Background: an optimization exercise with open tools, aiming at small area, a short achievable clock period and few clock cycles. Do not read the settings as production practice.
The RTL was checked by simulation tests, not by an equivalence proof against the original design.
Power figures rest on the tool's default switching activity, not on a simulated workload.

==> flow/design.v <==
`timescale 1ns/100ps
`default_nettype none
module m1(
input logic Clock,
input logic StartBit,
input logic Resetn,
input logic [15:0] ReadData,
output logic [15:0] WriteData,
output logic [17:0] SRAM_Address,
output logic Wen,
output logic StopBit
);
localparam logic [17:0] U_BASE   = 18'd38400;
localparam logic [17:0] V_BASE   = 18'd57600;
localparam logic [17:0] RGB_BASE = 18'd146944;
logic        run;
logic [4:0]  p;        
logic [15:0] S;        
logic [7:0]  col;      
logic [17:0] Wa;       
logic        w5, w6;   
logic        wr;       
logic        f0, f1, f157, f158, f159, quirk;    
logic        start;    
logic        last;     
assign Wen = ~wr;
always_ff @(posedge Clock or negedge Resetn) begin
	if (~Resetn) begin
		run <= 1'b0;
		start <= 1'b0;
		p <= 5'b00001;
		S <= 16'd0;
		col <= 8'd156;
		Wa <= RGB_BASE;
		w5 <= 1'b0;
		w6 <= 1'b0;
		f0 <= 1'b0;
		f1 <= 1'b0;
		f157 <= 1'b0;
		f158 <= 1'b0;
		f159 <= 1'b0;
		quirk <= 1'b0;
		SRAM_Address <= 18'd0;
		wr <= 1'b0;
		last <= 1'b0;
		StopBit <= 1'b0;
	end else if (~run) begin
		start <= StartBit;
		if (start && p[0]) begin
			run <= 1'b1;
			SRAM_Address <= U_BASE;
		end
	end else begin
		p <= {p[3:0], p[4]};
		wr <= 1'b0;
		if (p[0] | p[2] | p[3]) begin
			SRAM_Address <= Wa;
			if (p[0] ? w6 : w5) begin
				wr <= 1'b1;
				Wa <= Wa + 18'd1;
			end
			if (p[0] & w6 & (&Wa)) last <= 1'b1;
		end
		if (p[1]) begin
			SRAM_Address <= {2'b00, S - 16'd4};
			if (last) begin
				StopBit <= 1'b1;
				run <= 1'b0;
				p <= 5'b00000;
			end
		end
		if (p[4]) begin
			S <= S + 16'd1;
			col <= f159 ? 8'd0 : col + 8'd1;
			f0 <= f159;
			f1 <= f0;
			f157 <= (col == 8'd156);
			f158 <= f157;
			f159 <= f158;
			quirk <= (S == 16'd5);
			if (S == 16'd4) w5 <= 1'b1;
			if (S == 16'd5) w6 <= 1'b1;
			SRAM_Address <= (S[0] ? U_BASE + 18'd1 : V_BASE) + {3'b000, S[15:1]};
		end
	end
end
logic [7:0] ur [0:5];
logic [7:0] vr [0:5];
logic [15:0] upend;
logic [7:0]  vpend;
wire ins = run & p[2];
always_ff @(posedge Clock) begin
	for (int k = 0; k < 5; k++) begin
		ur[k] <= ur[k+1];
		vr[k] <= vr[k+1];
	end
	ur[5] <= ur[0];
	vr[5] <= vr[0];
	if (ins) begin
		ur[0] <= S[0] ? upend[15:8] : upend[7:0];
		vr[0] <= S[0] ? ReadData[15:8] : vpend;
	end
	if (ins & ~S[0]) upend <= ReadData;
	if (ins & S[0]) vpend <= ReadData[7:0];
end
logic usel;
always_ff @(posedge Clock) usel <= p[2];
logic [7:0] w [0:5];
always_comb begin
	if (usel) for (int k = 0; k < 6; k++) w[k] = ur[5-k];
	else      for (int k = 0; k < 6; k++) w[k] = vr[(10-k) % 6];
end
logic [7:0] a1, b1, a2, b2, a3, b3;
always_comb begin
	a1 = w[2];
	b1 = f159 ? w[2] : w[3];
	a2 = f0 ? w[2] : w[1];
	b2 = f159 ? w[2] : f158 ? w[3] : w[4];
	a3 = f0 ? w[2] : f1 ? w[1] : w[0];
	b3 = f159 ? w[2] : f158 ? w[3] : (f157 || quirk) ? w[4] : w[5];
end
logic [8:0] s1, s2, s3;
always_ff @(posedge Clock) begin
	s1 <= a1 + b1;
	s2 <= a2 + b2;
	s3 <= a3 + b3;
end
wire [8:0] io;
wire [10:0] io3;
m1_interp u_interp(.Clock(Clock), .s1(s1), .s2(s2), .s3(s3), .o(io), .o3(io3));
logic [8:0] uo;     
always_ff @(posedge Clock) uo <= io;
logic [7:0] yb, yl;
always_ff @(posedge Clock) begin
	yb <= p[4] ? ReadData[15:8] : yl;
	if (p[4]) yl <= ReadData[7:0];
end
wire [7:0] ue = ur[1];
wire [7:0] ve = vr[1];
wire [8:0] eu = {ue[7], ~ue[7], ue[6:0]};
wire [8:0] ev = {ve[7], ~ve[7], ve[6:0]};
logic esel;
always_ff @(posedge Clock) esel <= p[4];
wire [8:0] xu = esel ? eu : uo;
wire [22:0] xt;
m1_yterm u_yterm(.Y(yb), .T(xt));
logic [22:0] pt;
logic [8:0] pu, pv;
logic [10:0] pu3, pv3;
always_ff @(posedge Clock) begin
	pt <= xt;
	pu <= xu;
	pu3 <= {xu, 1'b0} + {2'b00, xu};
	if (esel) begin
		pv <= ev;
		pv3 <= {ev, 1'b0} + {2'b00, ev};
	end else begin
		pv <= io;
		pv3 <= io3;
	end
end
wire [7:0] rr, gg, bb;
m1_pix u_pix(.Clock(Clock), .T(pt), .U(pu), .U3(pu3), .V(pv), .V3(pv3), .R(rr), .G(gg), .B(bb));
logic [7:0]  bh;
logic [15:0] gbh;
always_ff @(posedge Clock) begin
	bh <= bb;
	if (p[3]) gbh <= {gg, bb};
	if (p[2])      WriteData <= {rr, gg};
	else if (p[3]) WriteData <= {bh, rr};
	else           WriteData <= gbh;
end
endmodule
module m1_yterm(
input logic [7:0] Y,
output logic [24:2] T
);
wire yt_1 = Y[0] ^ Y[3];
wire yt_2 = Y[0] & Y[3];
wire yt_3 = Y[1] ^ Y[4];
wire yt_4 = Y[1] & Y[4];
wire yt_5 = Y[2] ^ Y[5];
wire yt_6 = Y[2] & Y[5];
wire yt_7 = Y[0] ^ Y[2];
wire yt_8 = Y[0] & Y[2];
wire yt_9 = Y[1] ^ Y[3] ^ Y[5];
wire yt_10 = (Y[1] & Y[3]) | (Y[1] & Y[5]) | (Y[3] & Y[5]);
wire yt_11 = Y[2] ^ Y[4] ^ Y[6];
wire yt_12 = (Y[2] & Y[4]) | (Y[2] & Y[6]) | (Y[4] & Y[6]);
wire yt_13 = Y[5] ^ Y[7] ^ yt_1;
wire yt_14 = (Y[5] & Y[7]) | (Y[5] & yt_1) | (Y[7] & yt_1);
wire yt_15 = Y[6] ^ yt_2 ^ yt_3;
wire yt_16 = (Y[6] & yt_2) | (Y[6] & yt_3) | (yt_2 & yt_3);
wire yt_17 = Y[7] ^ yt_4 ^ yt_5;
wire yt_18 = (Y[7] & yt_4) | (Y[7] & yt_5) | (yt_4 & yt_5);
wire yt_19 = Y[3] ^ Y[6] ^ yt_6;
wire yt_20 = (Y[3] & Y[6]) | (Y[3] & yt_6) | (Y[6] & yt_6);
wire yt_21 = Y[4] ^ Y[7];
wire yt_22 = Y[4] & Y[7];
wire yt_23 = Y[0] ^ Y[2];
wire yt_24 = Y[0] & Y[2];
wire yt_25 = ~1'b0 ^ Y[1] ^ Y[3];
wire yt_26 = (~1'b0 & Y[1]) | (~1'b0 & Y[3]) | (Y[1] & Y[3]);
wire yt_27 = ~1'b0 ^ Y[4] ^ yt_7;
wire yt_28 = (~1'b0 & Y[4]) | (~1'b0 & yt_7) | (Y[4] & yt_7);
wire yt_29 = ~1'b0 ^ yt_8 ^ yt_9;
wire yt_30 = (~1'b0 & yt_8) | (~1'b0 & yt_9) | (yt_8 & yt_9);
wire yt_31 = ~1'b0 ^ yt_10 ^ yt_11;
wire yt_32 = (~1'b0 & yt_10) | (~1'b0 & yt_11) | (yt_10 & yt_11);
wire yt_33 = ~1'b0 ^ yt_12 ^ yt_13;
wire yt_34 = (~1'b0 & yt_12) | (~1'b0 & yt_13) | (yt_12 & yt_13);
wire yt_35 = ~1'b0 ^ yt_14 ^ yt_15;
wire yt_36 = (~1'b0 & yt_14) | (~1'b0 & yt_15) | (yt_14 & yt_15);
wire yt_37 = ~1'b0 ^ yt_16 ^ yt_17;
wire yt_38 = (~1'b0 & yt_16) | (~1'b0 & yt_17) | (yt_16 & yt_17);
wire yt_39 = ~1'b0 ^ yt_18 ^ yt_19;
wire yt_40 = (~1'b0 & yt_18) | (~1'b0 & yt_19) | (yt_18 & yt_19);
wire yt_41 = ~1'b0 ^ yt_21 ^ yt_20;
wire yt_42 = (~1'b0 & yt_21) | (~1'b0 & yt_20) | (yt_21 & yt_20);
wire yt_43 = ~1'b0 ^ Y[5] ^ yt_22;
wire yt_44 = (~1'b0 & Y[5]) | (~1'b0 & yt_22) | (Y[5] & yt_22);
wire yt_45 = ~1'b0 ^ Y[6];
wire yt_46 = ~1'b0 & Y[6];
wire yt_47 = ~1'b0 ^ Y[7];
wire yt_48 = ~1'b0 & Y[7];
wire [24:0] yt_a = {yt_48, yt_46, yt_44, yt_42, yt_40, yt_38, yt_36, yt_34, yt_32, yt_30, yt_28, yt_26, yt_24, yt_23, ~1'b0, Y[0], ~Y[6], ~Y[5], ~Y[4], ~Y[3], ~Y[2], ~Y[1], ~1'b0, 1'b0, 1'b0};
wire [24:0] yt_b = {~1'b0, yt_47, yt_45, yt_43, yt_41, yt_39, yt_37, yt_35, yt_33, yt_31, yt_29, yt_27, yt_25, ~1'b0, Y[1], ~Y[7], 1'b0, 1'b0, 1'b0, 1'b0, 1'b0, 1'b0, ~Y[0], 1'b0, 1'b0};
wire [24:0] yts = yt_a + yt_b;
assign T = yts[24:2];
endmodule
module m1_pix(
input logic Clock,
input logic [24:2] T,
input logic [8:0] U,
input logic [10:0] U3,
input logic [8:0] V,
input logic [10:0] V3,
output logic [7:0] R,
output logic [7:0] G,
output logic [7:0] B
);
wire r_1 = T[8] ^ V[1];
wire r_2 = T[8] & V[1];
wire r_3 = T[9] ^ V[2];
wire r_4 = T[9] & V[2];
wire r_5 = T[10] ^ V[3] ^ V[6];
wire r_6 = (T[10] & V[3]) | (T[10] & V[6]) | (V[3] & V[6]);
wire r_7 = T[11] ^ V3[0] ^ V[4];
wire r_8 = (T[11] & V3[0]) | (T[11] & V[4]) | (V3[0] & V[4]);
wire r_9 = T[12] ^ V3[1];
wire r_10 = T[12] & V3[1];
wire r_11 = T[15] ^ V3[0];
wire r_12 = T[15] & V3[0];
wire r_13 = T[6] ^ V[2];
wire r_14 = T[6] & V[2];
wire r_15 = T[7] ^ V[0] ^ V[3];
wire r_16 = (T[7] & V[0]) | (T[7] & V[3]) | (V[0] & V[3]);
wire r_17 = V[4] ^ V3[8] ^ r_1;
wire r_18 = (V[4] & V3[8]) | (V[4] & r_1) | (V3[8] & r_1);
wire r_19 = V[5] ^ V3[9] ^ r_2;
wire r_20 = (V[5] & V3[9]) | (V[5] & r_2) | (V3[9] & r_2);
wire r_21 = V3[10] ^ r_4 ^ r_5;
wire r_22 = (V3[10] & r_4) | (V3[10] & r_5) | (r_4 & r_5);
wire r_23 = V[7] ^ r_6 ^ r_7;
wire r_24 = (V[7] & r_6) | (V[7] & r_7) | (r_6 & r_7);
wire r_25 = V[5] ^ V[8] ^ r_9;
wire r_26 = (V[5] & V[8]) | (V[5] & r_9) | (V[8] & r_9);
wire r_27 = T[13] ^ V3[2] ^ V[6];
wire r_28 = (T[13] & V3[2]) | (T[13] & V[6]) | (V3[2] & V[6]);
wire r_29 = T[14] ^ V3[3] ^ V[7];
wire r_30 = (T[14] & V3[3]) | (T[14] & V[7]) | (V3[3] & V[7]);
wire r_31 = V3[4] ^ V[8] ^ r_11;
wire r_32 = (V3[4] & V[8]) | (V3[4] & r_11) | (V[8] & r_11);
wire r_33 = T[16] ^ V3[1] ^ V3[5];
wire r_34 = (T[16] & V3[1]) | (T[16] & V3[5]) | (V3[1] & V3[5]);
wire r_35 = T[17] ^ V3[2];
wire r_36 = T[17] & V3[2];
wire r_37 = T[18] ^ V3[3] ^ V3[7];
wire r_38 = (T[18] & V3[3]) | (T[18] & V3[7]) | (V3[3] & V3[7]);
wire r_39 = T[19] ^ V3[4];
wire r_40 = T[19] & V3[4];
wire r_41 = T[20] ^ V3[5] ^ V3[9];
wire r_42 = (T[20] & V3[5]) | (T[20] & V3[9]) | (V3[5] & V3[9]);
wire r_43 = T[21] ^ V3[6];
wire r_44 = T[21] & V3[6];
wire r_45 = T[22] ^ V3[7];
wire r_46 = T[22] & V3[7];
wire r_47 = T[4] ^ V[0];
wire r_48 = T[4] & V[0];
wire r_49 = T[5] ^ V[1] ^ V3[5];
wire r_50 = (T[5] & V[1]) | (T[5] & V3[5]) | (V[1] & V3[5]);
wire r_51 = ~1'b0 ^ V3[6] ^ r_13;
wire r_52 = (~1'b0 & V3[6]) | (~1'b0 & r_13) | (V3[6] & r_13);
wire r_53 = V3[7] ^ r_14 ^ r_15;
wire r_54 = (V3[7] & r_14) | (V3[7] & r_15) | (r_14 & r_15);
wire r_55 = ~1'b0 ^ r_16 ^ r_17;
wire r_56 = (~1'b0 & r_16) | (~1'b0 & r_17) | (r_16 & r_17);
wire r_57 = r_3 ^ r_18 ^ r_19;
wire r_58 = (r_3 & r_18) | (r_3 & r_19) | (r_18 & r_19);
wire r_59 = ~1'b0 ^ r_20 ^ r_21;
wire r_60 = (~1'b0 & r_20) | (~1'b0 & r_21) | (r_20 & r_21);
wire r_61 = ~1'b0 ^ r_22 ^ r_23;
wire r_62 = (~1'b0 & r_22) | (~1'b0 & r_23) | (r_22 & r_23);
wire r_63 = r_8 ^ r_25 ^ r_24;
wire r_64 = (r_8 & r_25) | (r_8 & r_24) | (r_25 & r_24);
wire r_65 = r_10 ^ r_27 ^ r_26;
wire r_66 = (r_10 & r_27) | (r_10 & r_26) | (r_27 & r_26);
wire r_67 = ~1'b0 ^ r_28 ^ r_29;
wire r_68 = (~1'b0 & r_28) | (~1'b0 & r_29) | (r_28 & r_29);
wire r_69 = ~1'b0 ^ r_30 ^ r_31;
wire r_70 = (~1'b0 & r_30) | (~1'b0 & r_31) | (r_30 & r_31);
wire r_71 = r_12 ^ r_33 ^ r_32;
wire r_72 = (r_12 & r_33) | (r_12 & r_32) | (r_33 & r_32);
wire r_73 = V3[6] ^ r_35 ^ r_34;
wire r_74 = (V3[6] & r_35) | (V3[6] & r_34) | (r_35 & r_34);
wire r_75 = ~1'b0 ^ r_36 ^ r_37;
wire r_76 = (~1'b0 & r_36) | (~1'b0 & r_37) | (r_36 & r_37);
wire r_77 = V3[8] ^ r_39 ^ r_38;
wire r_78 = (V3[8] & r_39) | (V3[8] & r_38) | (r_39 & r_38);
wire r_79 = ~1'b0 ^ r_40 ^ r_41;
wire r_80 = (~1'b0 & r_40) | (~1'b0 & r_41) | (r_40 & r_41);
wire r_81 = V3[10] ^ r_43 ^ r_42;
wire r_82 = (V3[10] & r_43) | (V3[10] & r_42) | (r_43 & r_42);
wire r_83 = ~1'b0 ^ r_44 ^ r_45;
wire r_84 = (~1'b0 & r_44) | (~1'b0 & r_45) | (r_44 & r_45);
wire r_85 = T[23] ^ V3[8] ^ r_46;
wire r_86 = (T[23] & V3[8]) | (T[23] & r_46) | (V3[8] & r_46);
wire r_87 = T[24] ^ V3[9];
wire r_88 = T[24] & V3[9];
wire r_89 = ~1'b0 ^ V3[10];
wire r_90 = ~1'b0 & V3[10];
wire [26:0] r_a = {r_90, r_88, r_86, r_84, r_82, r_80, r_78, r_76, r_74, r_72, r_70, r_68, r_66, r_64, r_62, r_60, r_58, r_56, r_54, r_52, r_50, r_48, r_47, T[3], T[2], V3[1], V3[0]};
wire [26:0] r_b = {~1'b0, r_89, r_87, r_85, r_83, r_81, r_79, r_77, r_75, r_73, r_71, r_69, r_67, r_65, r_63, r_61, r_59, r_57, r_55, r_53, r_51, r_49, V3[4], V3[3], V3[2], 1'b0, 1'b0};
wire [16:0] r_lo = {1'b0, r_a[15:0]} + {1'b0, r_b[15:0]};
logic [26:16] r_ha, r_hb;
logic r_c;
always_ff @(posedge Clock) begin
	r_ha <= r_a[26:16];
	r_hb <= r_b[26:16];
	r_c <= r_lo[16];
end
wire [26:16] r_s = r_ha + r_hb + {{(10){1'b0}}, r_c};
wire [26:16] r_f = r_s;
assign R = r_f[26] ? 8'd0 : (|r_f[25:24]) ? 8'd255 : r_f[23:16];
wire g_1 = ~1'b0 ^ ~U3[2];
wire g_2 = ~1'b0 & ~U3[2];
wire g_3 = 1'b0 ^ U3[3] ^ V[1];
wire g_4 = (1'b0 & U3[3]) | (1'b0 & V[1]) | (U3[3] & V[1]);
wire g_5 = ~U3[4] ^ ~V[2];
wire g_6 = ~U3[4] & ~V[2];
wire g_7 = 1'b0 ^ U3[5] ^ V[3];
wire g_8 = (1'b0 & U3[5]) | (1'b0 & V[3]) | (U3[5] & V[3]);
wire g_9 = ~1'b0 ^ ~U3[6];
wire g_10 = ~1'b0 & ~U3[6];
wire g_11 = ~U[0] ^ ~U3[7];
wire g_12 = ~U[0] & ~U3[7];
wire g_13 = 1'b0 ^ U[1] ^ U3[8];
wire g_14 = (1'b0 & U[1]) | (1'b0 & U3[8]) | (U[1] & U3[8]);
wire g_15 = U[2] ^ U3[9] ^ V[0];
wire g_16 = (U[2] & U3[9]) | (U[2] & V[0]) | (U3[9] & V[0]);
wire g_17 = U3[0] ^ U[3] ^ U3[10];
wire g_18 = (U3[0] & U[3]) | (U3[0] & U3[10]) | (U[3] & U3[10]);
wire g_19 = ~V[1] ^ ~V[8];
wire g_20 = ~V[1] & ~V[8];
wire g_21 = U3[1] ^ U[4] ^ V3[0];
wire g_22 = (U3[1] & U[4]) | (U3[1] & V3[0]) | (U[4] & V3[0]);
wire g_23 = T[14] ^ ~V[2];
wire g_24 = T[14] & ~V[2];
wire g_25 = 1'b0 ^ U3[2] ^ U[5];
wire g_26 = (1'b0 & U3[2]) | (1'b0 & U[5]) | (U3[2] & U[5]);
wire g_27 = ~T[15] ^ V3[1] ^ V[3];
wire g_28 = (~T[15] & V3[1]) | (~T[15] & V[3]) | (V3[1] & V[3]);
wire g_29 = 1'b0 ^ U3[3] ^ U[6];
wire g_30 = (1'b0 & U3[3]) | (1'b0 & U[6]) | (U3[3] & U[6]);
wire g_31 = ~T[16] ^ V3[2] ^ V[4];
wire g_32 = (~T[16] & V3[2]) | (~T[16] & V[4]) | (V3[2] & V[4]);
wire g_33 = U3[4] ^ U[7] ^ V3[3];
wire g_34 = (U3[4] & U[7]) | (U3[4] & V3[3]) | (U[7] & V3[3]);
wire g_35 = T[17] ^ ~V[5];
wire g_36 = T[17] & ~V[5];
wire g_37 = U3[5] ^ U[8] ^ V3[4];
wire g_38 = (U3[5] & U[8]) | (U3[5] & V3[4]) | (U[8] & V3[4]);
wire g_39 = T[18] ^ ~V[6];
wire g_40 = T[18] & ~V[6];
wire g_41 = 1'b0 ^ U3[6] ^ V3[5];
wire g_42 = (1'b0 & U3[6]) | (1'b0 & V3[5]) | (U3[6] & V3[5]);
wire g_43 = T[19] ^ ~V[7];
wire g_44 = T[19] & ~V[7];
wire g_45 = 1'b0 ^ U3[7] ^ V3[6];
wire g_46 = (1'b0 & U3[7]) | (1'b0 & V3[6]) | (U3[7] & V3[6]);
wire g_47 = T[20] ^ ~V[8];
wire g_48 = T[20] & ~V[8];
wire g_49 = 1'b0 ^ U3[8] ^ V3[7];
wire g_50 = (1'b0 & U3[8]) | (1'b0 & V3[7]) | (U3[8] & V3[7]);
wire g_51 = ~1'b0 ^ ~U3[9];
wire g_52 = ~1'b0 & ~U3[9];
wire g_53 = ~1'b0 ^ ~U3[10];
wire g_54 = ~1'b0 & ~U3[10];
wire g_55 = ~1'b0 ^ ~U3[0];
wire g_56 = ~1'b0 & ~U3[0];
wire g_57 = ~U3[1] ^ ~V[4];
wire g_58 = ~U3[1] & ~V[4];
wire g_59 = ~T[5] ^ V[0] ^ V[5];
wire g_60 = (~T[5] & V[0]) | (~T[5] & V[5]) | (V[0] & V[5]);
wire g_61 = T[6] ^ ~V[6] ^ g_2;
wire g_62 = (T[6] & ~V[6]) | (T[6] & g_2) | (~V[6] & g_2);
wire g_63 = T[7] ^ ~V[7] ^ g_5;
wire g_64 = (T[7] & ~V[7]) | (T[7] & g_5) | (~V[7] & g_5);
wire g_65 = T[8] ^ ~V[8] ^ g_6;
wire g_66 = (T[8] & ~V[8]) | (T[8] & g_6) | (~V[8] & g_6);
wire g_67 = T[9] ^ ~V[4] ^ g_9;
wire g_68 = (T[9] & ~V[4]) | (T[9] & g_9) | (~V[4] & g_9);
wire g_69 = T[10] ^ g_10 ^ g_11;
wire g_70 = (T[10] & g_10) | (T[10] & g_11) | (g_10 & g_11);
wire g_71 = T[11] ^ ~V[6] ^ g_12;
wire g_72 = (T[11] & ~V[6]) | (T[11] & g_12) | (~V[6] & g_12);
wire g_73 = V[7] ^ g_14 ^ g_15;
wire g_74 = (V[7] & g_14) | (V[7] & g_15) | (g_14 & g_15);
wire g_75 = T[13] ^ g_19 ^ ~g_16;
wire g_76 = (T[13] & g_19) | (T[13] & ~g_16) | (g_19 & ~g_16);
wire g_77 = g_20 ^ g_23 ^ ~g_18;
wire g_78 = (g_20 & g_23) | (g_20 & ~g_18) | (g_23 & ~g_18);
wire g_79 = g_22 ^ g_25 ^ g_27;
wire g_80 = (g_22 & g_25) | (g_22 & g_27) | (g_25 & g_27);
wire g_81 = g_26 ^ g_28 ^ g_29;
wire g_82 = (g_26 & g_28) | (g_26 & g_29) | (g_28 & g_29);
wire g_83 = g_30 ^ g_32 ^ g_33;
wire g_84 = (g_30 & g_32) | (g_30 & g_33) | (g_32 & g_33);
wire g_85 = g_36 ^ g_39 ^ ~g_34;
wire g_86 = (g_36 & g_39) | (g_36 & ~g_34) | (g_39 & ~g_34);
wire g_87 = g_40 ^ g_43 ^ ~g_38;
wire g_88 = (g_40 & g_43) | (g_40 & ~g_38) | (g_43 & ~g_38);
wire g_89 = g_44 ^ g_47 ^ ~g_42;
wire g_90 = (g_44 & g_47) | (g_44 & ~g_42) | (g_47 & ~g_42);
wire g_91 = T[21] ^ g_48 ^ ~g_46;
wire g_92 = (T[21] & g_48) | (T[21] & ~g_46) | (g_48 & ~g_46);
wire g_93 = T[22] ^ ~V3[8] ^ g_51;
wire g_94 = (T[22] & ~V3[8]) | (T[22] & g_51) | (~V3[8] & g_51);
wire g_95 = T[23] ^ g_52 ^ g_53;
wire g_96 = (T[23] & g_52) | (T[23] & g_53) | (g_52 & g_53);
wire g_97 = 1'b0 ^ ~T[24] ^ V3[10];
wire g_98 = (1'b0 & ~T[24]) | (1'b0 & V3[10]) | (~T[24] & V3[10]);
wire g_99 = T[3] ^ g_55;
wire g_100 = T[3] & g_55;
wire g_101 = T[4] ^ g_56 ^ g_57;
wire g_102 = (T[4] & g_56) | (T[4] & g_57) | (g_56 & g_57);
wire g_103 = g_58 ^ g_1 ^ ~g_59;
wire g_104 = (g_58 & g_1) | (g_58 & ~g_59) | (g_1 & ~g_59);
wire g_105 = g_60 ^ g_3 ^ ~g_61;
wire g_106 = (g_60 & g_3) | (g_60 & ~g_61) | (g_3 & ~g_61);
wire g_107 = ~g_4 ^ g_62 ^ g_63;
wire g_108 = (~g_4 & g_62) | (~g_4 & g_63) | (g_62 & g_63);
wire g_109 = ~g_7 ^ g_64 ^ g_65;
wire g_110 = (~g_7 & g_64) | (~g_7 & g_65) | (g_64 & g_65);
wire g_111 = ~g_8 ^ g_66 ^ g_67;
wire g_112 = (~g_8 & g_66) | (~g_8 & g_67) | (g_66 & g_67);
wire g_113 = ~V[5] ^ g_68 ^ g_69;
wire g_114 = (~V[5] & g_68) | (~V[5] & g_69) | (g_68 & g_69);
wire g_115 = ~g_13 ^ g_70 ^ g_71;
wire g_116 = (~g_13 & g_70) | (~g_13 & g_71) | (g_70 & g_71);
wire g_117 = T[12] ^ g_72 ^ ~g_73;
wire g_118 = (T[12] & g_72) | (T[12] & ~g_73) | (g_72 & ~g_73);
wire g_119 = g_17 ^ g_74 ^ ~g_75;
wire g_120 = (g_17 & g_74) | (g_17 & ~g_75) | (g_74 & ~g_75);
wire g_121 = ~g_21 ^ g_76 ^ g_77;
wire g_122 = (~g_21 & g_76) | (~g_21 & g_77) | (g_76 & g_77);
wire g_123 = g_24 ^ g_78 ^ ~g_79;
wire g_124 = (g_24 & g_78) | (g_24 & ~g_79) | (g_78 & ~g_79);
wire g_125 = g_31 ^ g_80 ^ g_81;
wire g_126 = (g_31 & g_80) | (g_31 & g_81) | (g_80 & g_81);
wire g_127 = ~g_35 ^ g_82 ^ g_83;
wire g_128 = (~g_35 & g_82) | (~g_35 & g_83) | (g_82 & g_83);
wire g_129 = g_37 ^ g_84 ^ ~g_85;
wire g_130 = (g_37 & g_84) | (g_37 & ~g_85) | (g_84 & ~g_85);
wire g_131 = ~g_41 ^ g_86 ^ g_87;
wire g_132 = (~g_41 & g_86) | (~g_41 & g_87) | (g_86 & g_87);
wire g_133 = ~g_45 ^ g_88 ^ g_89;
wire g_134 = (~g_45 & g_88) | (~g_45 & g_89) | (g_88 & g_89);
wire g_135 = ~g_49 ^ g_90 ^ g_91;
wire g_136 = (~g_49 & g_90) | (~g_49 & g_91) | (g_90 & g_91);
wire g_137 = ~g_50 ^ g_92 ^ g_93;
wire g_138 = (~g_50 & g_92) | (~g_50 & g_93) | (g_92 & g_93);
wire g_139 = ~V3[9] ^ g_94 ^ g_95;
wire g_140 = (~V3[9] & g_94) | (~V3[9] & g_95) | (g_94 & g_95);
wire g_141 = g_54 ^ ~g_97 ^ g_96;
wire g_142 = (g_54 & ~g_97) | (g_54 & g_96) | (~g_97 & g_96);
wire [26:0] g_a = {~1'b0, g_142, g_140, g_138, g_136, g_134, g_132, ~g_130, ~g_128, ~g_126, g_124, g_122, ~g_120, g_118, g_116, g_114, g_112, g_110, g_108, ~g_106, g_104, g_102, g_100, g_99, T[2], ~V[1], ~1'b0};
wire [26:0] g_b = {1'b0, ~g_98, g_141, g_139, g_137, g_135, g_133, g_131, ~g_129, ~g_127, ~g_125, g_123, g_121, ~g_119, g_117, g_115, g_113, g_111, g_109, g_107, ~g_105, g_103, g_101, ~V[3], ~V[2], 1'b0, ~V[0]};
wire [16:0] g_lo = {1'b0, g_a[15:0]} + {1'b0, g_b[15:0]};
logic [26:16] g_ha, g_hb;
logic g_c;
always_ff @(posedge Clock) begin
	g_ha <= g_a[26:16];
	g_hb <= g_b[26:16];
	g_c <= g_lo[16];
end
wire [26:16] g_s = g_ha + g_hb + {{(10){1'b0}}, g_c};
wire [26:16] g_f = g_s;
assign G = g_f[26] ? 8'd0 : (|g_f[25:24]) ? 8'd255 : g_f[23:16];
wire b_1 = T[8] ^ U[1];
wire b_2 = T[8] & U[1];
wire b_3 = T[9] ^ U[2];
wire b_4 = T[9] & U[2];
wire b_5 = T[10] ^ U[0] ^ U[3];
wire b_6 = (T[10] & U[0]) | (T[10] & U[3]) | (U[0] & U[3]);
wire b_7 = U3[7] ^ U3[10];
wire b_8 = U3[7] & U3[10];
wire b_9 = T[11] ^ U[1] ^ U[4];
wire b_10 = (T[11] & U[1]) | (T[11] & U[4]) | (U[1] & U[4]);
wire b_11 = T[12] ^ U[2];
wire b_12 = T[12] & U[2];
wire b_13 = T[13] ^ U[3];
wire b_14 = T[13] & U[3];
wire b_15 = T[14] ^ U[4];
wire b_16 = T[14] & U[4];
wire b_17 = T[15] ^ U[5];
wire b_18 = T[15] & U[5];
wire b_19 = T[6] ^ U3[3];
wire b_20 = T[6] & U3[3];
wire b_21 = T[7] ^ U[0] ^ U3[4];
wire b_22 = (T[7] & U[0]) | (T[7] & U3[4]) | (U[0] & U3[4]);
wire b_23 = U3[5] ^ U3[8] ^ b_1;
wire b_24 = (U3[5] & U3[8]) | (U3[5] & b_1) | (U3[8] & b_1);
wire b_25 = U3[6] ^ U3[9] ^ b_2;
wire b_26 = (U3[6] & U3[9]) | (U3[6] & b_2) | (U3[9] & b_2);
wire b_27 = b_4 ^ b_7 ^ b_5;
wire b_28 = (b_4 & b_7) | (b_4 & b_5) | (b_7 & b_5);
wire b_29 = U3[8] ^ b_8 ^ b_6;
wire b_30 = (U3[8] & b_8) | (U3[8] & b_6) | (b_8 & b_6);
wire b_31 = U[5] ^ U3[9] ^ b_11;
wire b_32 = (U[5] & U3[9]) | (U[5] & b_11) | (U3[9] & b_11);
wire b_33 = U[6] ^ U3[10] ^ b_12;
wire b_34 = (U[6] & U3[10]) | (U[6] & b_12) | (U3[10] & b_12);
wire b_35 = U[7] ^ b_14 ^ b_15;
wire b_36 = (U[7] & b_14) | (U[7] & b_15) | (b_14 & b_15);
wire b_37 = U[8] ^ b_16 ^ b_17;
wire b_38 = (U[8] & b_16) | (U[8] & b_17) | (b_16 & b_17);
wire b_39 = T[16] ^ U[6];
wire b_40 = T[16] & U[6];
wire b_41 = T[17] ^ U[0];
wire b_42 = T[17] & U[0];
wire b_43 = T[18] ^ U[1];
wire b_44 = T[18] & U[1];
wire b_45 = T[19] ^ U[2];
wire b_46 = T[19] & U[2];
wire b_47 = T[3] ^ U3[0];
wire b_48 = T[3] & U3[0];
wire b_49 = T[4] ^ U3[1] ^ U3[4];
wire b_50 = (T[4] & U3[1]) | (T[4] & U3[4]) | (U3[1] & U3[4]);
wire b_51 = T[5] ^ U3[2] ^ U3[5];
wire b_52 = (T[5] & U3[2]) | (T[5] & U3[5]) | (U3[2] & U3[5]);
wire b_53 = ~1'b0 ^ U3[6] ^ b_19;
wire b_54 = (~1'b0 & U3[6]) | (~1'b0 & b_19) | (U3[6] & b_19);
wire b_55 = U3[7] ^ b_20 ^ b_21;
wire b_56 = (U3[7] & b_20) | (U3[7] & b_21) | (b_20 & b_21);
wire b_57 = ~1'b0 ^ b_22 ^ b_23;
wire b_58 = (~1'b0 & b_22) | (~1'b0 & b_23) | (b_22 & b_23);
wire b_59 = b_3 ^ b_24 ^ b_25;
wire b_60 = (b_3 & b_24) | (b_3 & b_25) | (b_24 & b_25);
wire b_61 = ~1'b0 ^ b_26 ^ b_27;
wire b_62 = (~1'b0 & b_26) | (~1'b0 & b_27) | (b_26 & b_27);
wire b_63 = b_9 ^ b_28 ^ b_29;
wire b_64 = (b_9 & b_28) | (b_9 & b_29) | (b_28 & b_29);
wire b_65 = b_10 ^ b_30 ^ b_31;
wire b_66 = (b_10 & b_30) | (b_10 & b_31) | (b_30 & b_31);
wire b_67 = b_13 ^ b_32 ^ b_33;
wire b_68 = (b_13 & b_32) | (b_13 & b_33) | (b_32 & b_33);
wire b_69 = ~1'b0 ^ b_34 ^ b_35;
wire b_70 = (~1'b0 & b_34) | (~1'b0 & b_35) | (b_34 & b_35);
wire b_71 = ~1'b0 ^ b_36 ^ b_37;
wire b_72 = (~1'b0 & b_36) | (~1'b0 & b_37) | (b_36 & b_37);
wire b_73 = b_18 ^ b_39 ^ b_38;
wire b_74 = (b_18 & b_39) | (b_18 & b_38) | (b_39 & b_38);
wire b_75 = U[7] ^ b_40 ^ b_41;
wire b_76 = (U[7] & b_40) | (U[7] & b_41) | (b_40 & b_41);
wire b_77 = U[8] ^ b_42 ^ b_43;
wire b_78 = (U[8] & b_42) | (U[8] & b_43) | (b_42 & b_43);
wire b_79 = ~1'b0 ^ b_44 ^ b_45;
wire b_80 = (~1'b0 & b_44) | (~1'b0 & b_45) | (b_44 & b_45);
wire b_81 = T[20] ^ U[3] ^ b_46;
wire b_82 = (T[20] & U[3]) | (T[20] & b_46) | (U[3] & b_46);
wire b_83 = ~1'b0 ^ T[21] ^ U[4];
wire b_84 = (~1'b0 & T[21]) | (~1'b0 & U[4]) | (T[21] & U[4]);
wire b_85 = ~1'b0 ^ T[22] ^ U[5];
wire b_86 = (~1'b0 & T[22]) | (~1'b0 & U[5]) | (T[22] & U[5]);
wire b_87 = ~1'b0 ^ T[23] ^ U[6];
wire b_88 = (~1'b0 & T[23]) | (~1'b0 & U[6]) | (T[23] & U[6]);
wire b_89 = ~1'b0 ^ T[24] ^ U[7];
wire b_90 = (~1'b0 & T[24]) | (~1'b0 & U[7]) | (T[24] & U[7]);
wire [26:0] b_a = {~1'b0, b_90, b_88, b_86, b_84, b_82, b_80, b_78, b_76, b_74, b_72, b_70, b_68, b_66, b_64, b_62, b_60, b_58, b_56, b_54, b_52, b_50, b_48, b_47, T[2], U3[1], U3[0]};
wire [26:0] b_b = {1'b0, U[8], b_89, b_87, b_85, b_83, b_81, b_79, b_77, b_75, b_73, b_71, b_69, b_67, b_65, b_63, b_61, b_59, b_57, b_55, b_53, b_51, b_49, U3[3], U3[2], 1'b0, 1'b0};
wire [16:0] b_lo = {1'b0, b_a[15:0]} + {1'b0, b_b[15:0]};
logic [26:16] b_ha, b_hb;
logic b_c;
always_ff @(posedge Clock) begin
	b_ha <= b_a[26:16];
	b_hb <= b_b[26:16];
	b_c <= b_lo[16];
end
wire [26:16] b_s = b_ha + b_hb + {{(10){1'b0}}, b_c};
wire [26:16] b_f = b_s;
assign B = b_f[26] ? 8'd0 : (|b_f[25:24]) ? 8'd255 : b_f[23:16];
endmodule
module m1_interp(
input logic Clock,
input logic [8:0] s1,
input logic [8:0] s2,
input logic [8:0] s3,
output logic [8:0] o,
output logic [10:0] o3
);
wire ip_1 = s1[0] ^ s1[2];
wire ip_2 = s1[0] & s1[2];
wire ip_3 = s1[1] ^ s1[3];
wire ip_4 = s1[1] & s1[3];
wire ip_5 = s1[0] ^ s2[1];
wire ip_6 = s1[0] & s2[1];
wire ip_7 = 1'b0 ^ s1[6] ^ s2[0];
wire ip_8 = (1'b0 & s1[6]) | (1'b0 & s2[0]) | (s1[6] & s2[0]);
wire ip_9 = s1[1] ^ s2[2] ^ s3[2];
wire ip_10 = (s1[1] & s2[2]) | (s1[1] & s3[2]) | (s2[2] & s3[2]);
wire ip_11 = 1'b0 ^ s1[7] ^ s2[1];
wire ip_12 = (1'b0 & s1[7]) | (1'b0 & s2[1]) | (s1[7] & s2[1]);
wire ip_13 = s2[3] ^ s3[3] ^ s3[5];
wire ip_14 = (s2[3] & s3[3]) | (s2[3] & s3[5]) | (s3[3] & s3[5]);
wire ip_15 = s3[7] ^ ip_1;
wire ip_16 = s3[7] & ip_1;
wire ip_17 = s1[8] ^ s2[2] ^ s2[6];
wire ip_18 = (s1[8] & s2[2]) | (s1[8] & s2[6]) | (s2[2] & s2[6]);
wire ip_19 = s2[4] ^ s3[4] ^ s3[6];
wire ip_20 = (s2[4] & s3[4]) | (s2[4] & s3[6]) | (s3[4] & s3[6]);
wire ip_21 = s3[8] ^ ip_2 ^ ip_3;
wire ip_22 = (s3[8] & ip_2) | (s3[8] & ip_3) | (ip_2 & ip_3);
wire ip_23 = ~1'b0 ^ s1[2] ^ s1[4];
wire ip_24 = (~1'b0 & s1[2]) | (~1'b0 & s1[4]) | (s1[2] & s1[4]);
wire ip_25 = s2[3] ^ ~s2[5] ^ s2[7];
wire ip_26 = (s2[3] & ~s2[5]) | (s2[3] & s2[7]) | (~s2[5] & s2[7]);
wire ip_27 = s3[5] ^ s3[7] ^ ip_4;
wire ip_28 = (s3[5] & s3[7]) | (s3[5] & ip_4) | (s3[7] & ip_4);
wire ip_29 = ~1'b0 ^ s1[3] ^ s1[5];
wire ip_30 = (~1'b0 & s1[3]) | (~1'b0 & s1[5]) | (s1[3] & s1[5]);
wire ip_31 = s2[4] ^ ~s2[6] ^ s2[8];
wire ip_32 = (s2[4] & ~s2[6]) | (s2[4] & s2[8]) | (~s2[6] & s2[8]);
wire ip_33 = s3[6] ^ s3[8];
wire ip_34 = s3[6] & s3[8];
wire ip_35 = s1[4] ^ s1[6] ^ s2[7];
wire ip_36 = (s1[4] & s1[6]) | (s1[4] & s2[7]) | (s1[6] & s2[7]);
wire ip_37 = s1[5] ^ s1[7];
wire ip_38 = s1[5] & s1[7];
wire ip_39 = ~1'b0 ^ ~s1[2];
wire ip_40 = ~1'b0 & ~s1[2];
wire ip_41 = ~s1[3] ^ ~s2[1];
wire ip_42 = ~s1[3] & ~s2[1];
wire ip_43 = s1[4] ^ ~s2[0] ^ s2[2];
wire ip_44 = (s1[4] & ~s2[0]) | (s1[4] & s2[2]) | (~s2[0] & s2[2]);
wire ip_45 = s3[0] ^ s3[2];
wire ip_46 = s3[0] & s3[2];
wire ip_47 = s1[5] ^ s2[3] ^ ~s3[1];
wire ip_48 = (s1[5] & s2[3]) | (s1[5] & ~s3[1]) | (s2[3] & ~s3[1]);
wire ip_49 = s3[3] ^ s3[5] ^ ip_5;
wire ip_50 = (s3[3] & s3[5]) | (s3[3] & ip_5) | (s3[5] & ip_5);
wire ip_51 = s3[4] ^ s3[6] ^ ip_6;
wire ip_52 = (s3[4] & s3[6]) | (s3[4] & ip_6) | (s3[6] & ip_6);
wire ip_53 = s2[4] ^ ip_7 ^ ~ip_9;
wire ip_54 = (s2[4] & ip_7) | (s2[4] & ~ip_9) | (ip_7 & ~ip_9);
wire ip_55 = s2[5] ^ ip_8 ^ ip_11;
wire ip_56 = (s2[5] & ip_8) | (s2[5] & ip_11) | (ip_8 & ip_11);
wire ip_57 = ip_10 ^ ip_13 ^ ip_15;
wire ip_58 = (ip_10 & ip_13) | (ip_10 & ip_15) | (ip_13 & ip_15);
wire ip_59 = ip_12 ^ ~ip_14 ^ ip_17;
wire ip_60 = (ip_12 & ~ip_14) | (ip_12 & ip_17) | (~ip_14 & ip_17);
wire ip_61 = ip_19 ^ ip_16 ^ ip_21;
wire ip_62 = (ip_19 & ip_16) | (ip_19 & ip_21) | (ip_16 & ip_21);
wire ip_63 = ~ip_18 ^ ip_20 ^ ip_23;
wire ip_64 = (~ip_18 & ip_20) | (~ip_18 & ip_23) | (ip_20 & ip_23);
wire ip_65 = ~ip_25 ^ ip_22 ^ ip_27;
wire ip_66 = (~ip_25 & ip_22) | (~ip_25 & ip_27) | (ip_22 & ip_27);
wire ip_67 = ip_33 ^ ip_24 ^ ip_29;
wire ip_68 = (ip_33 & ip_24) | (ip_33 & ip_29) | (ip_24 & ip_29);
wire ip_69 = ip_26 ^ ip_31 ^ ~ip_28;
wire ip_70 = (ip_26 & ip_31) | (ip_26 & ~ip_28) | (ip_31 & ~ip_28);
wire ip_71 = s3[7] ^ ip_34 ^ ip_30;
wire ip_72 = (s3[7] & ip_34) | (s3[7] & ip_30) | (ip_34 & ip_30);
wire ip_73 = s2[5] ^ ip_32 ^ ~ip_35;
wire ip_74 = (s2[5] & ip_32) | (s2[5] & ~ip_35) | (ip_32 & ~ip_35);
wire ip_75 = 1'b0 ^ s2[6] ^ ~s2[8];
wire ip_76 = (1'b0 & s2[6]) | (1'b0 & ~s2[8]) | (s2[6] & ~s2[8]);
wire ip_77 = s3[8] ^ ip_37 ^ ip_36;
wire ip_78 = (s3[8] & ip_37) | (s3[8] & ip_36) | (ip_37 & ip_36);
wire ip_79 = ~1'b0 ^ s1[6] ^ s1[8];
wire ip_80 = (~1'b0 & s1[6]) | (~1'b0 & s1[8]) | (s1[6] & s1[8]);
wire ip_81 = ~s2[7] ^ ip_38;
wire ip_82 = ~s2[7] & ip_38;
wire ip_83 = ~1'b0 ^ ~s2[8];
wire ip_84 = ~1'b0 & ~s2[8];
wire ip_85 = s3[0] ^ s3[2];
wire ip_86 = s3[0] & s3[2];
wire ip_87 = s3[1] ^ s3[3] ^ ip_40;
wire ip_88 = (s3[1] & s3[3]) | (s3[1] & ip_40) | (s3[3] & ip_40);
wire ip_89 = s3[4] ^ ip_45 ^ ip_42;
wire ip_90 = (s3[4] & ip_45) | (s3[4] & ip_42) | (ip_45 & ip_42);
wire ip_91 = ~ip_46 ^ ip_44 ^ ip_47;
wire ip_92 = (~ip_46 & ip_44) | (~ip_46 & ip_47) | (ip_44 & ip_47);
wire ip_93 = ~ip_48 ^ ip_50 ^ ip_51;
wire ip_94 = (~ip_48 & ip_50) | (~ip_48 & ip_51) | (ip_50 & ip_51);
wire ip_95 = ~ip_52 ^ ip_54 ^ ip_55;
wire ip_96 = (~ip_52 & ip_54) | (~ip_52 & ip_55) | (ip_54 & ip_55);
wire ip_97 = ip_56 ^ ip_59 ^ ~ip_58;
wire ip_98 = (ip_56 & ip_59) | (ip_56 & ~ip_58) | (ip_59 & ~ip_58);
wire ip_99 = ip_63 ^ ip_62 ^ ip_65;
wire ip_100 = (ip_63 & ip_62) | (ip_63 & ip_65) | (ip_62 & ip_65);
wire ip_101 = ip_64 ^ ip_67 ^ ip_66;
wire ip_102 = (ip_64 & ip_67) | (ip_64 & ip_66) | (ip_67 & ip_66);
wire ip_103 = ip_68 ^ ip_71 ^ ~ip_73;
wire ip_104 = (ip_68 & ip_71) | (ip_68 & ~ip_73) | (ip_71 & ~ip_73);
wire ip_105 = ~ip_75 ^ ip_72 ^ ip_77;
wire ip_106 = (~ip_75 & ip_72) | (~ip_75 & ip_77) | (ip_72 & ip_77);
wire ip_107 = ip_79 ^ ip_81 ^ ip_78;
wire ip_108 = (ip_79 & ip_81) | (ip_79 & ip_78) | (ip_81 & ip_78);
wire ip_109 = s1[7] ^ ip_83 ^ ip_80;
wire ip_110 = (s1[7] & ip_83) | (s1[7] & ip_80) | (ip_83 & ip_80);
wire ip_111 = s1[8] ^ ip_84;
wire ip_112 = s1[8] & ip_84;
wire ip_113 = ~1'b0 ^ ~s1[0];
wire ip_114 = ~1'b0 & ~s1[0];
wire ip_115 = ~s1[1] ^ s3[1];
wire ip_116 = ~s1[1] & s3[1];
wire ip_117 = ~s2[0] ^ ip_85 ^ ip_39;
wire ip_118 = (~s2[0] & ip_85) | (~s2[0] & ip_39) | (ip_85 & ip_39);
wire ip_119 = ip_86 ^ ip_41 ^ ip_87;
wire ip_120 = (ip_86 & ip_41) | (ip_86 & ip_87) | (ip_41 & ip_87);
wire ip_121 = ~ip_43 ^ ip_88 ^ ip_89;
wire ip_122 = (~ip_43 & ip_88) | (~ip_43 & ip_89) | (ip_88 & ip_89);
wire ip_123 = ip_90 ^ ip_49 ^ ~ip_91;
wire ip_124 = (ip_90 & ip_49) | (ip_90 & ~ip_91) | (ip_49 & ~ip_91);
wire ip_125 = ip_92 ^ ip_53 ^ ~ip_93;
wire ip_126 = (ip_92 & ip_53) | (ip_92 & ~ip_93) | (ip_53 & ~ip_93);
wire ip_127 = ip_57 ^ ip_94 ^ ~ip_95;
wire ip_128 = (ip_57 & ip_94) | (ip_57 & ~ip_95) | (ip_94 & ~ip_95);
wire ip_129 = ~ip_61 ^ ip_96 ^ ip_97;
wire ip_130 = (~ip_61 & ip_96) | (~ip_61 & ip_97) | (ip_96 & ip_97);
wire ip_131 = ip_60 ^ ip_98 ^ ~ip_99;
wire ip_132 = (ip_60 & ip_98) | (ip_60 & ~ip_99) | (ip_98 & ~ip_99);
wire ip_133 = ~ip_69 ^ ip_100 ^ ip_101;
wire ip_134 = (~ip_69 & ip_100) | (~ip_69 & ip_101) | (ip_100 & ip_101);
wire ip_135 = ~ip_70 ^ ip_103 ^ ip_102;
wire ip_136 = (~ip_70 & ip_103) | (~ip_70 & ip_102) | (ip_103 & ip_102);
wire ip_137 = ~ip_74 ^ ip_105 ^ ip_104;
wire ip_138 = (~ip_74 & ip_105) | (~ip_74 & ip_104) | (ip_105 & ip_104);
wire ip_139 = ~ip_76 ^ ip_106 ^ ip_107;
wire ip_140 = (~ip_76 & ip_106) | (~ip_76 & ip_107) | (ip_106 & ip_107);
wire ip_141 = ip_82 ^ ip_109 ^ ip_108;
wire ip_142 = (ip_82 & ip_109) | (ip_82 & ip_108) | (ip_109 & ip_108);
wire ip_143 = ~1'b0 ^ ip_111 ^ ip_110;
wire ip_144 = (~1'b0 & ip_111) | (~1'b0 & ip_110) | (ip_111 & ip_110);
wire ip_145 = ~1'b0 ^ ip_112;
wire ip_146 = ~1'b0 & ip_112;
wire [16:0] ip_a = {ip_144, ip_142, ip_140, ip_138, ip_136, ip_134, ~ip_132, ~ip_130, ip_128, ~ip_126, ip_124, ip_122, ip_120, ip_118, ip_116, ip_114, ip_113};
wire [16:0] ip_b = {ip_145, ip_143, ip_141, ip_139, ip_137, ip_135, ip_133, ~ip_131, ~ip_129, ip_127, ~ip_125, ip_123, ip_121, ip_119, ip_117, ip_115, s3[0]};
wire [10:0] ip_lo = {1'b0, ip_a[9:0]} + {1'b0, ip_b[9:0]};
logic [16:10] ip_ha, ip_hb;
logic ip_c;
logic [9:8] ip_l;
always_ff @(posedge Clock) begin
	ip_ha <= ip_a[16:10];
	ip_hb <= ip_b[16:10];
	ip_c <= ip_lo[10];
	ip_l <= ip_lo[9:8];
end
wire [16:10] ip_s = ip_ha + ip_hb + {{(6){1'b0}}, ip_c};
wire [16:8] ip_f = {ip_s, ip_l};
assign o = ip_f;
assign o3 = {o, 1'b0} + {2'b00, o};
endmodule
==> flow/flow/run.sh <==
#!/bin/bash
# Standard synthesis, then the standard layout with stronger port buffers,
# a clock tree with a strong root buffer and larger sink clusters, and
# timing repair aimed below the design's clock period. Each make run's
# full output goes to its own log here; ORFS keeps per-step logs in orfs/logs.
set -euo pipefail
bash standard.sh synth > synth.log 2>&1
bash standard.sh "BUFFER_PORTS_ARGS=-buffer_cell sky130_fd_sc_hd__buf_4" "SETUP_SLACK_MARGIN=8.3" \
  "CTS_ARGS=-sink_clustering_enable -repair_clock_nets -buf_list sky130_fd_sc_hd__clkbuf_16 -root_buf sky130_fd_sc_hd__clkbuf_16 -sink_clustering_size 26 -sink_clustering_max_diameter 150" \
  finish > layout.log 2>&1
==> flow/standard.sh <==
#!/bin/bash
# synth_recipe.tcl (not shown) runs the flow's synth.tcl, then flattens the netlist and writes it again
# the make line also repeats each setting of config.mk as NAME=value (left out here)
make -C /OpenROAD-flow-scripts/flow DESIGN_CONFIG=/design/flow/config.mk WORK_HOME=/design/flow/orfs CLKGATE_MAP_FILE= SYNTH_SCRIPT=/design/flow/synth_recipe.tcl "${@:-finish}"
==> flow/config.mk <==
export PLATFORM = sky130hd
export DESIGN_NAME = m1
export DESIGN_NICKNAME = m1
export VERILOG_FILES = /design/flow/design.v
export SDC_FILE = /design/flow/constraint.sdc
export NUM_CORES = 4
export LEC_CHECK = 0
export CAP_MARGIN = 20
export CORE_MARGIN = 2
export CORE_UTILIZATION = 60
export CTS_BUF_LIST = sky130_fd_sc_hd__clkbuf_16
export CTS_CLUSTER_DIAMETER = 90
export CTS_CLUSTER_SIZE = 22
export SLEW_MARGIN = 20
==> flow/constraint.sdc <==
create_clock -name core_clock -period 12.0 [get_ports {Clock}]
set_input_delay 2.4000 -clock core_clock [delete_from_list [all_inputs] [get_ports {Clock}]]
set_output_delay 2.4000 -clock core_clock [all_outputs]
set_load 0.01 [all_outputs]
==> results of run 1 <==
==> kinds of logic after synthesis <==
family / Yosys count
AOI/OAI and AO/OA: 425
DFF: 434
buffers and inverters: 492
xor gates and xnor gates: 136
adders and majority gates: 420
muxes: 110
and+or+nand+nor: 383
==> registers in the layout (all words and copies together), names as in the netlist, 9 cells and up <==
signal,flops
gbh,16
ur,48
s3,9
pt,23
upend,16
WriteData,16
pu3,11
s1,9
S,16
s2,9
u_pix.r_ha,11
Wa,18
u_pix.b_ha,10
u_pix.b_hb,10
u_pix.g_hb,10
u_pix.r_hb,10
uo,9
pv3,11
u_pix.g_ha,10
vr,48
SRAM_Address,18
==> power by group through the flow <==
stage | registers, mW | logic, mW | clock network, mW
3_5_place_dp | 1.50 | 0.0117 | 0
5_1_grt | 1.47 | 0.0129 | 0.830
4_1_cts | 1.47 | 0.0117 | 0.791
6_report | 1.47 | 0.0112 | 0.767
3_3_place_gp | 1.50 | 0.0114 | 0
2_1_floorplan | 1.50 | 0.000242 | 0
==> worst paths after layout <==
path                                       start                to  slack (ns)  cells past startpoint
worst max-delay path            SRAM_Address[14]  SRAM_Address[14]        8.45                      1
max in group asynchronous                 Resetn              f158        9.33                      1
min in group asynchronous                 Resetn             S[10]        1.98                      1
worst max register to register            pv3[0]         u_pix.g_c        8.47                     12
worst min register to register          vr[4][6]          vr[3][6]        0.35                      0
worst min-delay path                    vr[4][6]          vr[3][6]        0.35                      0
==> metrics by stage <==
step                worst slack (ns)  util, %  hold WS (ns)
floorplan                       8.64        -         0.326
detailed placement              8.36     63.1         0.336
global route                    8.28     64.5         0.359
finish                          8.45     64.5         0.352
CTS                             8.31     64.4         0.352
global placement                8.52     63.1         0.331
==> area by class of cell <==
cell class	count	area, um^2	area share, %
clock buffer	20	500	1.90
clock inverter	11	58.8	0.223
inverter	434	1630	6.17
multi-input combinational	1474	13500	51.0
sequential	434	9580	36.3
tap	532	666	2.52
timing repair buffer	66	502	1.90
==> layout by cell type (no fill, tap or decap), drive strengths merged, types with 23 or more instances in the layout <==
cell and count:
o21a 38, nor2 97, nor3 26, a21oi 114
xor2 41, nand2 135, buf 65, mux2i 64
a211oi 23, fa 163, edfxtp 48, xnor2 95
dfrtp 67, mux2 32, ha 257, a21o 31
o21ai 121, dfxtp 308, nor2b 23, inv 442
nand3 23
==> metal layers <==
metal	part of all wire, %	up-vias	GRT usage [%]
met2	48	281	43.9
met5	0	-	0
li1	-	7966	-
met1	45	7863	34.5
met4	3.0	0	6.97
met3	4.3	85	3.98
==> repair_timing <==
action                     4_1_cts  5_1_grt
setup buffers                    0        1
gates resized for setup          0        6
setup endpoints to repair        0        9
hold endpoints to repair         0        0
==> results.toml, run 1 <==
[timing]
worst_pin_slew_ns = 0.992
fmax_ghz = 0.282
fin_tns_setup_ns = 0
slew_headroom_pct = 33.8
hold_violations = 0
grt_setup_unrepaired = "yes"
final.min_clock_period_ns = 3.55
fin_crit_sh_pct = 29.6
drv_slew = 0
skew_ns = 0.0260
setup_viol = 0

[placement]
dpl_cell_area_mm2 = 0.0258
gp_congestion = 0.901
place_inst = 2939
io_buffers = 54
dp_hpwl_mm = 44.4

[drt]
detail-route-antenna-nets = 0
wire_per_inst_um = 18.5
viasPerCell = 5.45
drtPass1Iterations = 5
num_vias = 16200
wl_mm = 55.0
drc = 0
drtIter0Drc = 707

[synthesis]
yosysMostFrequentCell = "inv_1"
synth_top_family_by_area = "adder cells"
syn_area_per_cell_um2 = 10.4
synth-seq-area-share_pct = 38.5
synth_nets = 2839
synthAdderAreaFrac_pct = 26.0
yosys-top-cells-count = "inv_1, dfxtp_1, ha_1, fa_1, nand2_1"
yosysTopAreaCell = "dfxtp_1"
ys.flop_type = "dfxtp_1"
yosysUniqueCellTypes = 74
syn_area_mm2 = 0.0249
postSynthCellCount = 2400
ys_warn_count = 6
synthXorXnorAreaFrac_pct = 4.79
synth_edf_count = 48
async_reset_ff_share_pct = 18.0
synth.area.mux_share_pct = 5.29
synth_top_area_share_pct = 24.8
yosys.area_share.simple_pct = 7.22
synth_compound_area_share_pct = 10.7
synthTopCellsByArea = "dfxtp_1, fa_1, ha_1"
ys_seq_elements = 434

[die]
die_h_um = 208
io_pins = 55
die-area_mm2 = 0.0431
die_w_um = 208
row_count = 74
placeableCoreArea_mm2 = 0.0409
start_util_pct = 60.8

[power]
pwr-share-clk_pct = 34.1
power_density_mw_per_mm2 = 85.1
max-vdd-ir-drop_v = 0.000103
seq_power_share_pct = 65.4
p_sw_share_pct = 20.7
power.internal_mw = 1.78
combPwrFrac_pct = 0.5
report.power.total_mw = 2.25
p_sw_uw = 465
power_leakage_nw = 12.1

[grt]
grt_pass1_wl_mm = 88.1
antenna_found_initial = 0
grt_max_degree = 79
grt_pass1_vias = 16500
grt_usage_pct = 25.8
grt_overflow_total = 0

[final_layout]
n_antenna_cell = 0
nFillCells = 3378
fin_nets = 2869
fin_cells = 2971
drive_above_1_share_pct = 6.68
syn_to_final_growth_pct = 6.03
stdcell_area_mm2 = 0.0264

[setup_path]
critPathCaptureType = "primary output"
crit_slowest_cell = "dfrtp_1"
startpoint_type = "flip-flop"
crit_family = "flip-flops"
critPathKind = "reg -> out"
critPathBufInv = 1
cp.arrival_ns = 1.15
crit_chain = "buf_4"
critPathMaxStageDelay_ns = 0.42
worstPathRequired_ns = 9.60
path_max_fanout = 2

[clock_network]
insertion_delay_ns = 0.57
clk_pin_slew_worst_paths_ns = 0.11
cts_buffers = 20
cts_root_buf = "clkbuf_16"
cts_hold_buf = 0
cts.path.max_buffers = 3
cts.sinks = 434
htreeDepth = 1
cts_tree = "done"

[min_path]
hold_class = "reg -> reg"

[run]
maxCapViolCount = 0

[status]
status = "no timing/DRC/antenna violations"
Testbench counts, summed over its fixed seeds: cycles 1,152,174.
==> inputs of run 2 (changes only) <==
--- a/flow/design.v
+++ b/flow/design.v
@@ -21,13 +21,11 @@
 logic        w5, w6;   
 logic        wr;       
 logic        f0, f1, f157, f158, f159, quirk;    
-logic        start;    
 logic        last;     
 assign Wen = ~wr;
 always_ff @(posedge Clock or negedge Resetn) begin
 	if (~Resetn) begin
 		run <= 1'b0;
-		start <= 1'b0;
 		p <= 5'b00001;
 		S <= 16'd0;
 		col <= 8'd156;
@@ -45,8 +43,7 @@
 		last <= 1'b0;
 		StopBit <= 1'b0;
 	end else if (~run) begin
-		start <= StartBit;
-		if (start && p[0]) begin
+		if (StartBit && p[0]) begin
 			run <= 1'b1;
 			SRAM_Address <= U_BASE;
 		end
@@ -331,16 +328,18 @@
 wire r_90 = ~1'b0 & V3[10];
 wire [26:0] r_a = {r_90, r_88, r_86, r_84, r_82, r_80, r_78, r_76, r_74, r_72, r_70, r_68, r_66, r_64, r_62, r_60, r_58, r_56, r_54, r_52, r_50, r_48, r_47, T[3], T[2], V3[1], V3[0]};
 wire [26:0] r_b = {~1'b0, r_89, r_87, r_85, r_83, r_81, r_79, r_77, r_75, r_73, r_71, r_69, r_67, r_65, r_63, r_61, r_59, r_57, r_55, r_53, r_51, r_49, V3[4], V3[3], V3[2], 1'b0, 1'b0};
-wire [16:0] r_lo = {1'b0, r_a[15:0]} + {1'b0, r_b[15:0]};
-logic [26:16] r_ha, r_hb;
+wire [20:0] r_lo = {1'b0, r_a[19:0]} + {1'b0, r_b[19:0]};
+logic [26:20] r_ha, r_hb;
 logic r_c;
+logic [19:16] r_l;
 always_ff @(posedge Clock) begin
-	r_ha <= r_a[26:16];
-	r_hb <= r_b[26:16];
-	r_c <= r_lo[16];
+	r_ha <= r_a[26:20];
+	r_hb <= r_b[26:20];
+	r_c <= r_lo[20];
+	r_l <= r_lo[19:16];
 end
-wire [26:16] r_s = r_ha + r_hb + {{(10){1'b0}}, r_c};
-wire [26:16] r_f = r_s;
+wire [26:20] r_s = r_ha + r_hb + {{(6){1'b0}}, r_c};
+wire [26:16] r_f = {r_s, r_l};
 assign R = r_f[26] ? 8'd0 : (|r_f[25:24]) ? 8'd255 : r_f[23:16];
 wire g_1 = ~1'b0 ^ ~U3[2];
 wire g_2 = ~1'b0 & ~U3[2];
@@ -589,16 +588,18 @@
 wire b_90 = (~1'b0 & T[24]) | (~1'b0 & U[7]) | (T[24] & U[7]);
 wire [26:0] b_a = {~1'b0, b_90, b_88, b_86, b_84, b_82, b_80, b_78, b_76, b_74, b_72, b_70, b_68, b_66, b_64, b_62, b_60, b_58, b_56, b_54, b_52, b_50, b_48, b_47, T[2], U3[1], U3[0]};
 wire [26:0] b_b = {1'b0, U[8], b_89, b_87, b_85, b_83, b_81, b_79, b_77, b_75, b_73, b_71, b_69, b_67, b_65, b_63, b_61, b_59, b_57, b_55, b_53, b_51, b_49, U3[3], U3[2], 1'b0, 1'b0};
-wire [16:0] b_lo = {1'b0, b_a[15:0]} + {1'b0, b_b[15:0]};
-logic [26:16] b_ha, b_hb;
+wire [20:0] b_lo = {1'b0, b_a[19:0]} + {1'b0, b_b[19:0]};
+logic [26:20] b_ha, b_hb;
 logic b_c;
+logic [19:16] b_l;
 always_ff @(posedge Clock) begin
-	b_ha <= b_a[26:16];
-	b_hb <= b_b[26:16];
-	b_c <= b_lo[16];
+	b_ha <= b_a[26:20];
+	b_hb <= b_b[26:20];
+	b_c <= b_lo[20];
+	b_l <= b_lo[19:16];
 end
-wire [26:16] b_s = b_ha + b_hb + {{(10){1'b0}}, b_c};
-wire [26:16] b_f = b_s;
+wire [26:20] b_s = b_ha + b_hb + {{(6){1'b0}}, b_c};
+wire [26:16] b_f = {b_s, b_l};
 assign B = b_f[26] ? 8'd0 : (|b_f[25:24]) ? 8'd255 : b_f[23:16];
 endmodule
 module m1_interp(
--- a/flow/config.mk
+++ b/flow/config.mk
@@ -8,7 +8,4 @@
 export CAP_MARGIN = 20
 export CORE_MARGIN = 2
 export CORE_UTILIZATION = 60
-export CTS_BUF_LIST = sky130_fd_sc_hd__clkbuf_16
-export CTS_CLUSTER_DIAMETER = 90
-export CTS_CLUSTER_SIZE = 22
 export SLEW_MARGIN = 20
==> results.toml, run 2 <==
[status]
status = "no timing/DRC/antenna violations"

[min_path]
hold_class = "reg -> reg"

[synthesis]
syn_area_per_cell_um2 = 10.4
postSynthCellCount = 2349
syn_area_mm2 = 0.0244
ys.flop_type = "dfxtp_1"
synth-seq-area-share_pct = 38.5
synthTopCellsByArea = "dfxtp_1, fa_1, ha_1"
ys_warn_count = 6
yosysUniqueCellTypes = 76
yosysTopAreaCell = "dfxtp_1"
yosys-top-cells-count = "inv_1, dfxtp_1, ha_1, fa_1, nand2_1"
yosysMostFrequentCell = "inv_1"
async_reset_ff_share_pct = 18.1
ys_seq_elements = 425
synth_nets = 2788
synth_top_area_share_pct = 24.6
synth_edf_count = 48

[drt]
drtIter0Drc = 900
num_vias = 15900
drtPass1Iterations = 7
wl_mm = 55.2
detail-route-antenna-nets = 0
drc = 0
wire_per_inst_um = 18.9
viasPerCell = 5.46

[timing]
fin_crit_sh_pct = 29.5
worst_pin_slew_ns = 0.978
fmax_ghz = 0.282
setup_viol = 0
drv_slew = 0
final.min_clock_period_ns = 3.55
whs_ns = 0.345
finalWorstSetupSlack_ns = 8.45
fin_tns_setup_ns = 0
skew_ns = 0.0177
slew_headroom_pct = 34.8
hold_violations = 0
grt_setup_unrepaired = "no"

[die]
die_w_um = 206
placeableCoreArea_mm2 = 0.0399
die_h_um = 206
die-area_mm2 = 0.0423
io_pins = 55
row_count = 73
start_util_pct = 61.1

[setup_path]
rrSetupSlack_ns = 8.49
path_max_fanout = 2
critPathMaxStageDelay_ns = 0.43
critPathBufInv = 1
crit_slowest_cell = "dfrtp_1"
startpoint_type = "flip-flop"
critPathCaptureType = "primary output"
cp.arrival_ns = 1.15
critPathKind = "reg -> out"
crit_chain = "buf_4"
crit_family = "flip-flops"
worstPathRequired_ns = 9.60

[final_layout]
drive_above_1_share_pct = 7.62
final_common_cell = "inv_1"
syn_to_final_growth_pct = 6.24
fin_nets = 2820
utilization_pct = 64.9
final_cell_mix = "inv_1, dfxtp_1, ha_1, fa_1, nand2_1"
reg_top3 = "ur (48), vr (48), pt (23)"

[power]
power_density_mw_per_mm2 = 86.1
power_leakage_nw = 11.9
max-vdd-ir-drop_v = 0.0000996

[clock_network]
cts_tree = "done"
cts_buffers = 20
cts.path.max_buffers = 3
insertion_delay_ns = 0.56
htreeDepth = 1
cts_root_buf = "clkbuf_16"
clk_pin_slew_worst_paths_ns = 0.11
cts.sinks = 425
cts_setup_buffers = 0

[grt]
grt_pass1_vias = 16400
grt_pass1_wl_mm = 87.6
antenna_found_initial = 1
grt_overflow_total = 0
grt_max_degree = 78
grt_usage_pct = 27.0

[placement]
preCtsSetupSlack_ns = 8.39
dp_hpwl_mm = 44.8
gp_congestion = 0.904
io_buffers = 54

[run]
maxCapViolCount = 0
==> run 2: cell types whose count changed after synthesis, moves of 10 or more <==
cell | before | now
inv_1 | 432 | 412
nor2b_1 | 23 | 13
nor2_1 | 96 | 113
o21a_1 | 38 | 20
mux2i_1 | 64 | 51
==> run 2: worst paths after layout <==
path | start | end | cells past startpoint
setup / recovery | SRAM_Address[14] | SRAM_Address[14] | 1
hold / removal | ur[5][3] | ur[4][3] | 0
setup reg to reg | pu3[0] | u_pix.b_l[17] | 13
hold reg to reg | ur[5][3] | ur[4][3] | 0
max in group asynchronous | Resetn | p[1] | 1
min in group asynchronous | Resetn | S[10] | 1
==> run 2: routing by layer <==
metal | global-route usage [%] | up-vias | part of all wire, %
met5 | 0 | - | 0
li1 | - | 7797 | -
met4 | 9.89 | 0 | 3.9
met2 | 47.1 | 286 | 49
met3 | 3.77 | 94 | 3.8
met1 | 34.2 | 7756 | 43
==> run 2: worst reg2reg max path, stage by stage (launching register included) <==
cell and delay [ns]:
dfxtp_1 0.42, fa_1 0.43, fa_1 0.49, inv_1 0.05, fa_1 0.47, inv_1 0.04, ha_1 0.18, a21o_1 0.17
a21o_1 0.18, a221o_1 0.31, a221oi_2 0.31, nor2b_1 0.10, nor2_1 0.15, xnor2_1 0.14
==> run 2: through the flow <==
stage,power (mW),std cells,area (um^2)
2_1_floorplan,1.47,2349,24400
3_5_place_dp,1.48,2884,25300
3_3_place_gp,1.48,2884,25300
4_1_cts,2.25,2915,25900
5_1_grt,2.30,2916,25900
6_report,2.23,2916,25900
==> run 2: area by class of cell <==
class / instances / area (um^2)
flip-flops and latches: 425 / 9390
diodes: 1 / 2.50
fillers: 3259 / 14000
multi-input cells: 1459 / 13300
clock buffers: 22 / 551
clock inverters: 9 / 46.3
well taps: 525 / 657
inverters: 413 / 1550
repair buffers: 62 / 469
==> run 2: logic make-up (layout without fill, tap and decap cells) <==
family	Yosys count	count (layout)	share of synthesized area, %
buf+inv	465	506	7.33
flops	425	425	38.5
fa+ha+maj	420	420	26.6
compound gates	402	402	10.3
simple gates	399	399	7.64
xor+xnor	137	137	4.92
mux	101	101	4.82
other cells	0	1	0
==> run 2: where the power goes <==
group | total [mW] | switching (mW) | leakage [nW] | internal (mW)
Sequential | 1.44 | 0 | 3.88 | 1.44
Combinational | 0.0113 | 0.00747 | 7.67 | 0.00383
Clock | 0.783 | 0.449 | 0.321 | 0.334
Total | 2.23 | 0.456 | 11.9 | 1.78
==> run 2: what timing repair did <==
item                                    CTS  global route
hold buffers                              0             0
resized for setup                         0             9
endpoints found under the setup margin    0            10
Testbench counts of run 2, summed over its fixed seeds: cycles 1,152,168.

-- static timing again, ports no longer ideal --
Ports are ideal in the flow. The routed layouts listed here were re-timed in OpenROAD.
Step 1 (the two cells are an assumption about what drives the block):
set clk [get_ports {Clock}]
set_driving_cell -lib_cell sky130_fd_sc_hd__clkbuf_16 $clk
set_driving_cell -lib_cell sky130_fd_sc_hd__buf_2 [delete_from_list [all_inputs] $clk]
Step 2 also shifts input and output timing later by t, the mid clock arrival at the registers, as if the neighbouring blocks saw the same clock.
Three values: no drivers, after step 1, after step 2; two values: the first two.
run	shift t [ns]	slack for setup (ns)	pins driven straight from the clock port
run 1	0.613	8.451 / 8.393 / 8.474	1
run 2	0.607	8.454 / 8.397 / 8.460	1
After both steps setup and hold are still met in every run listed.
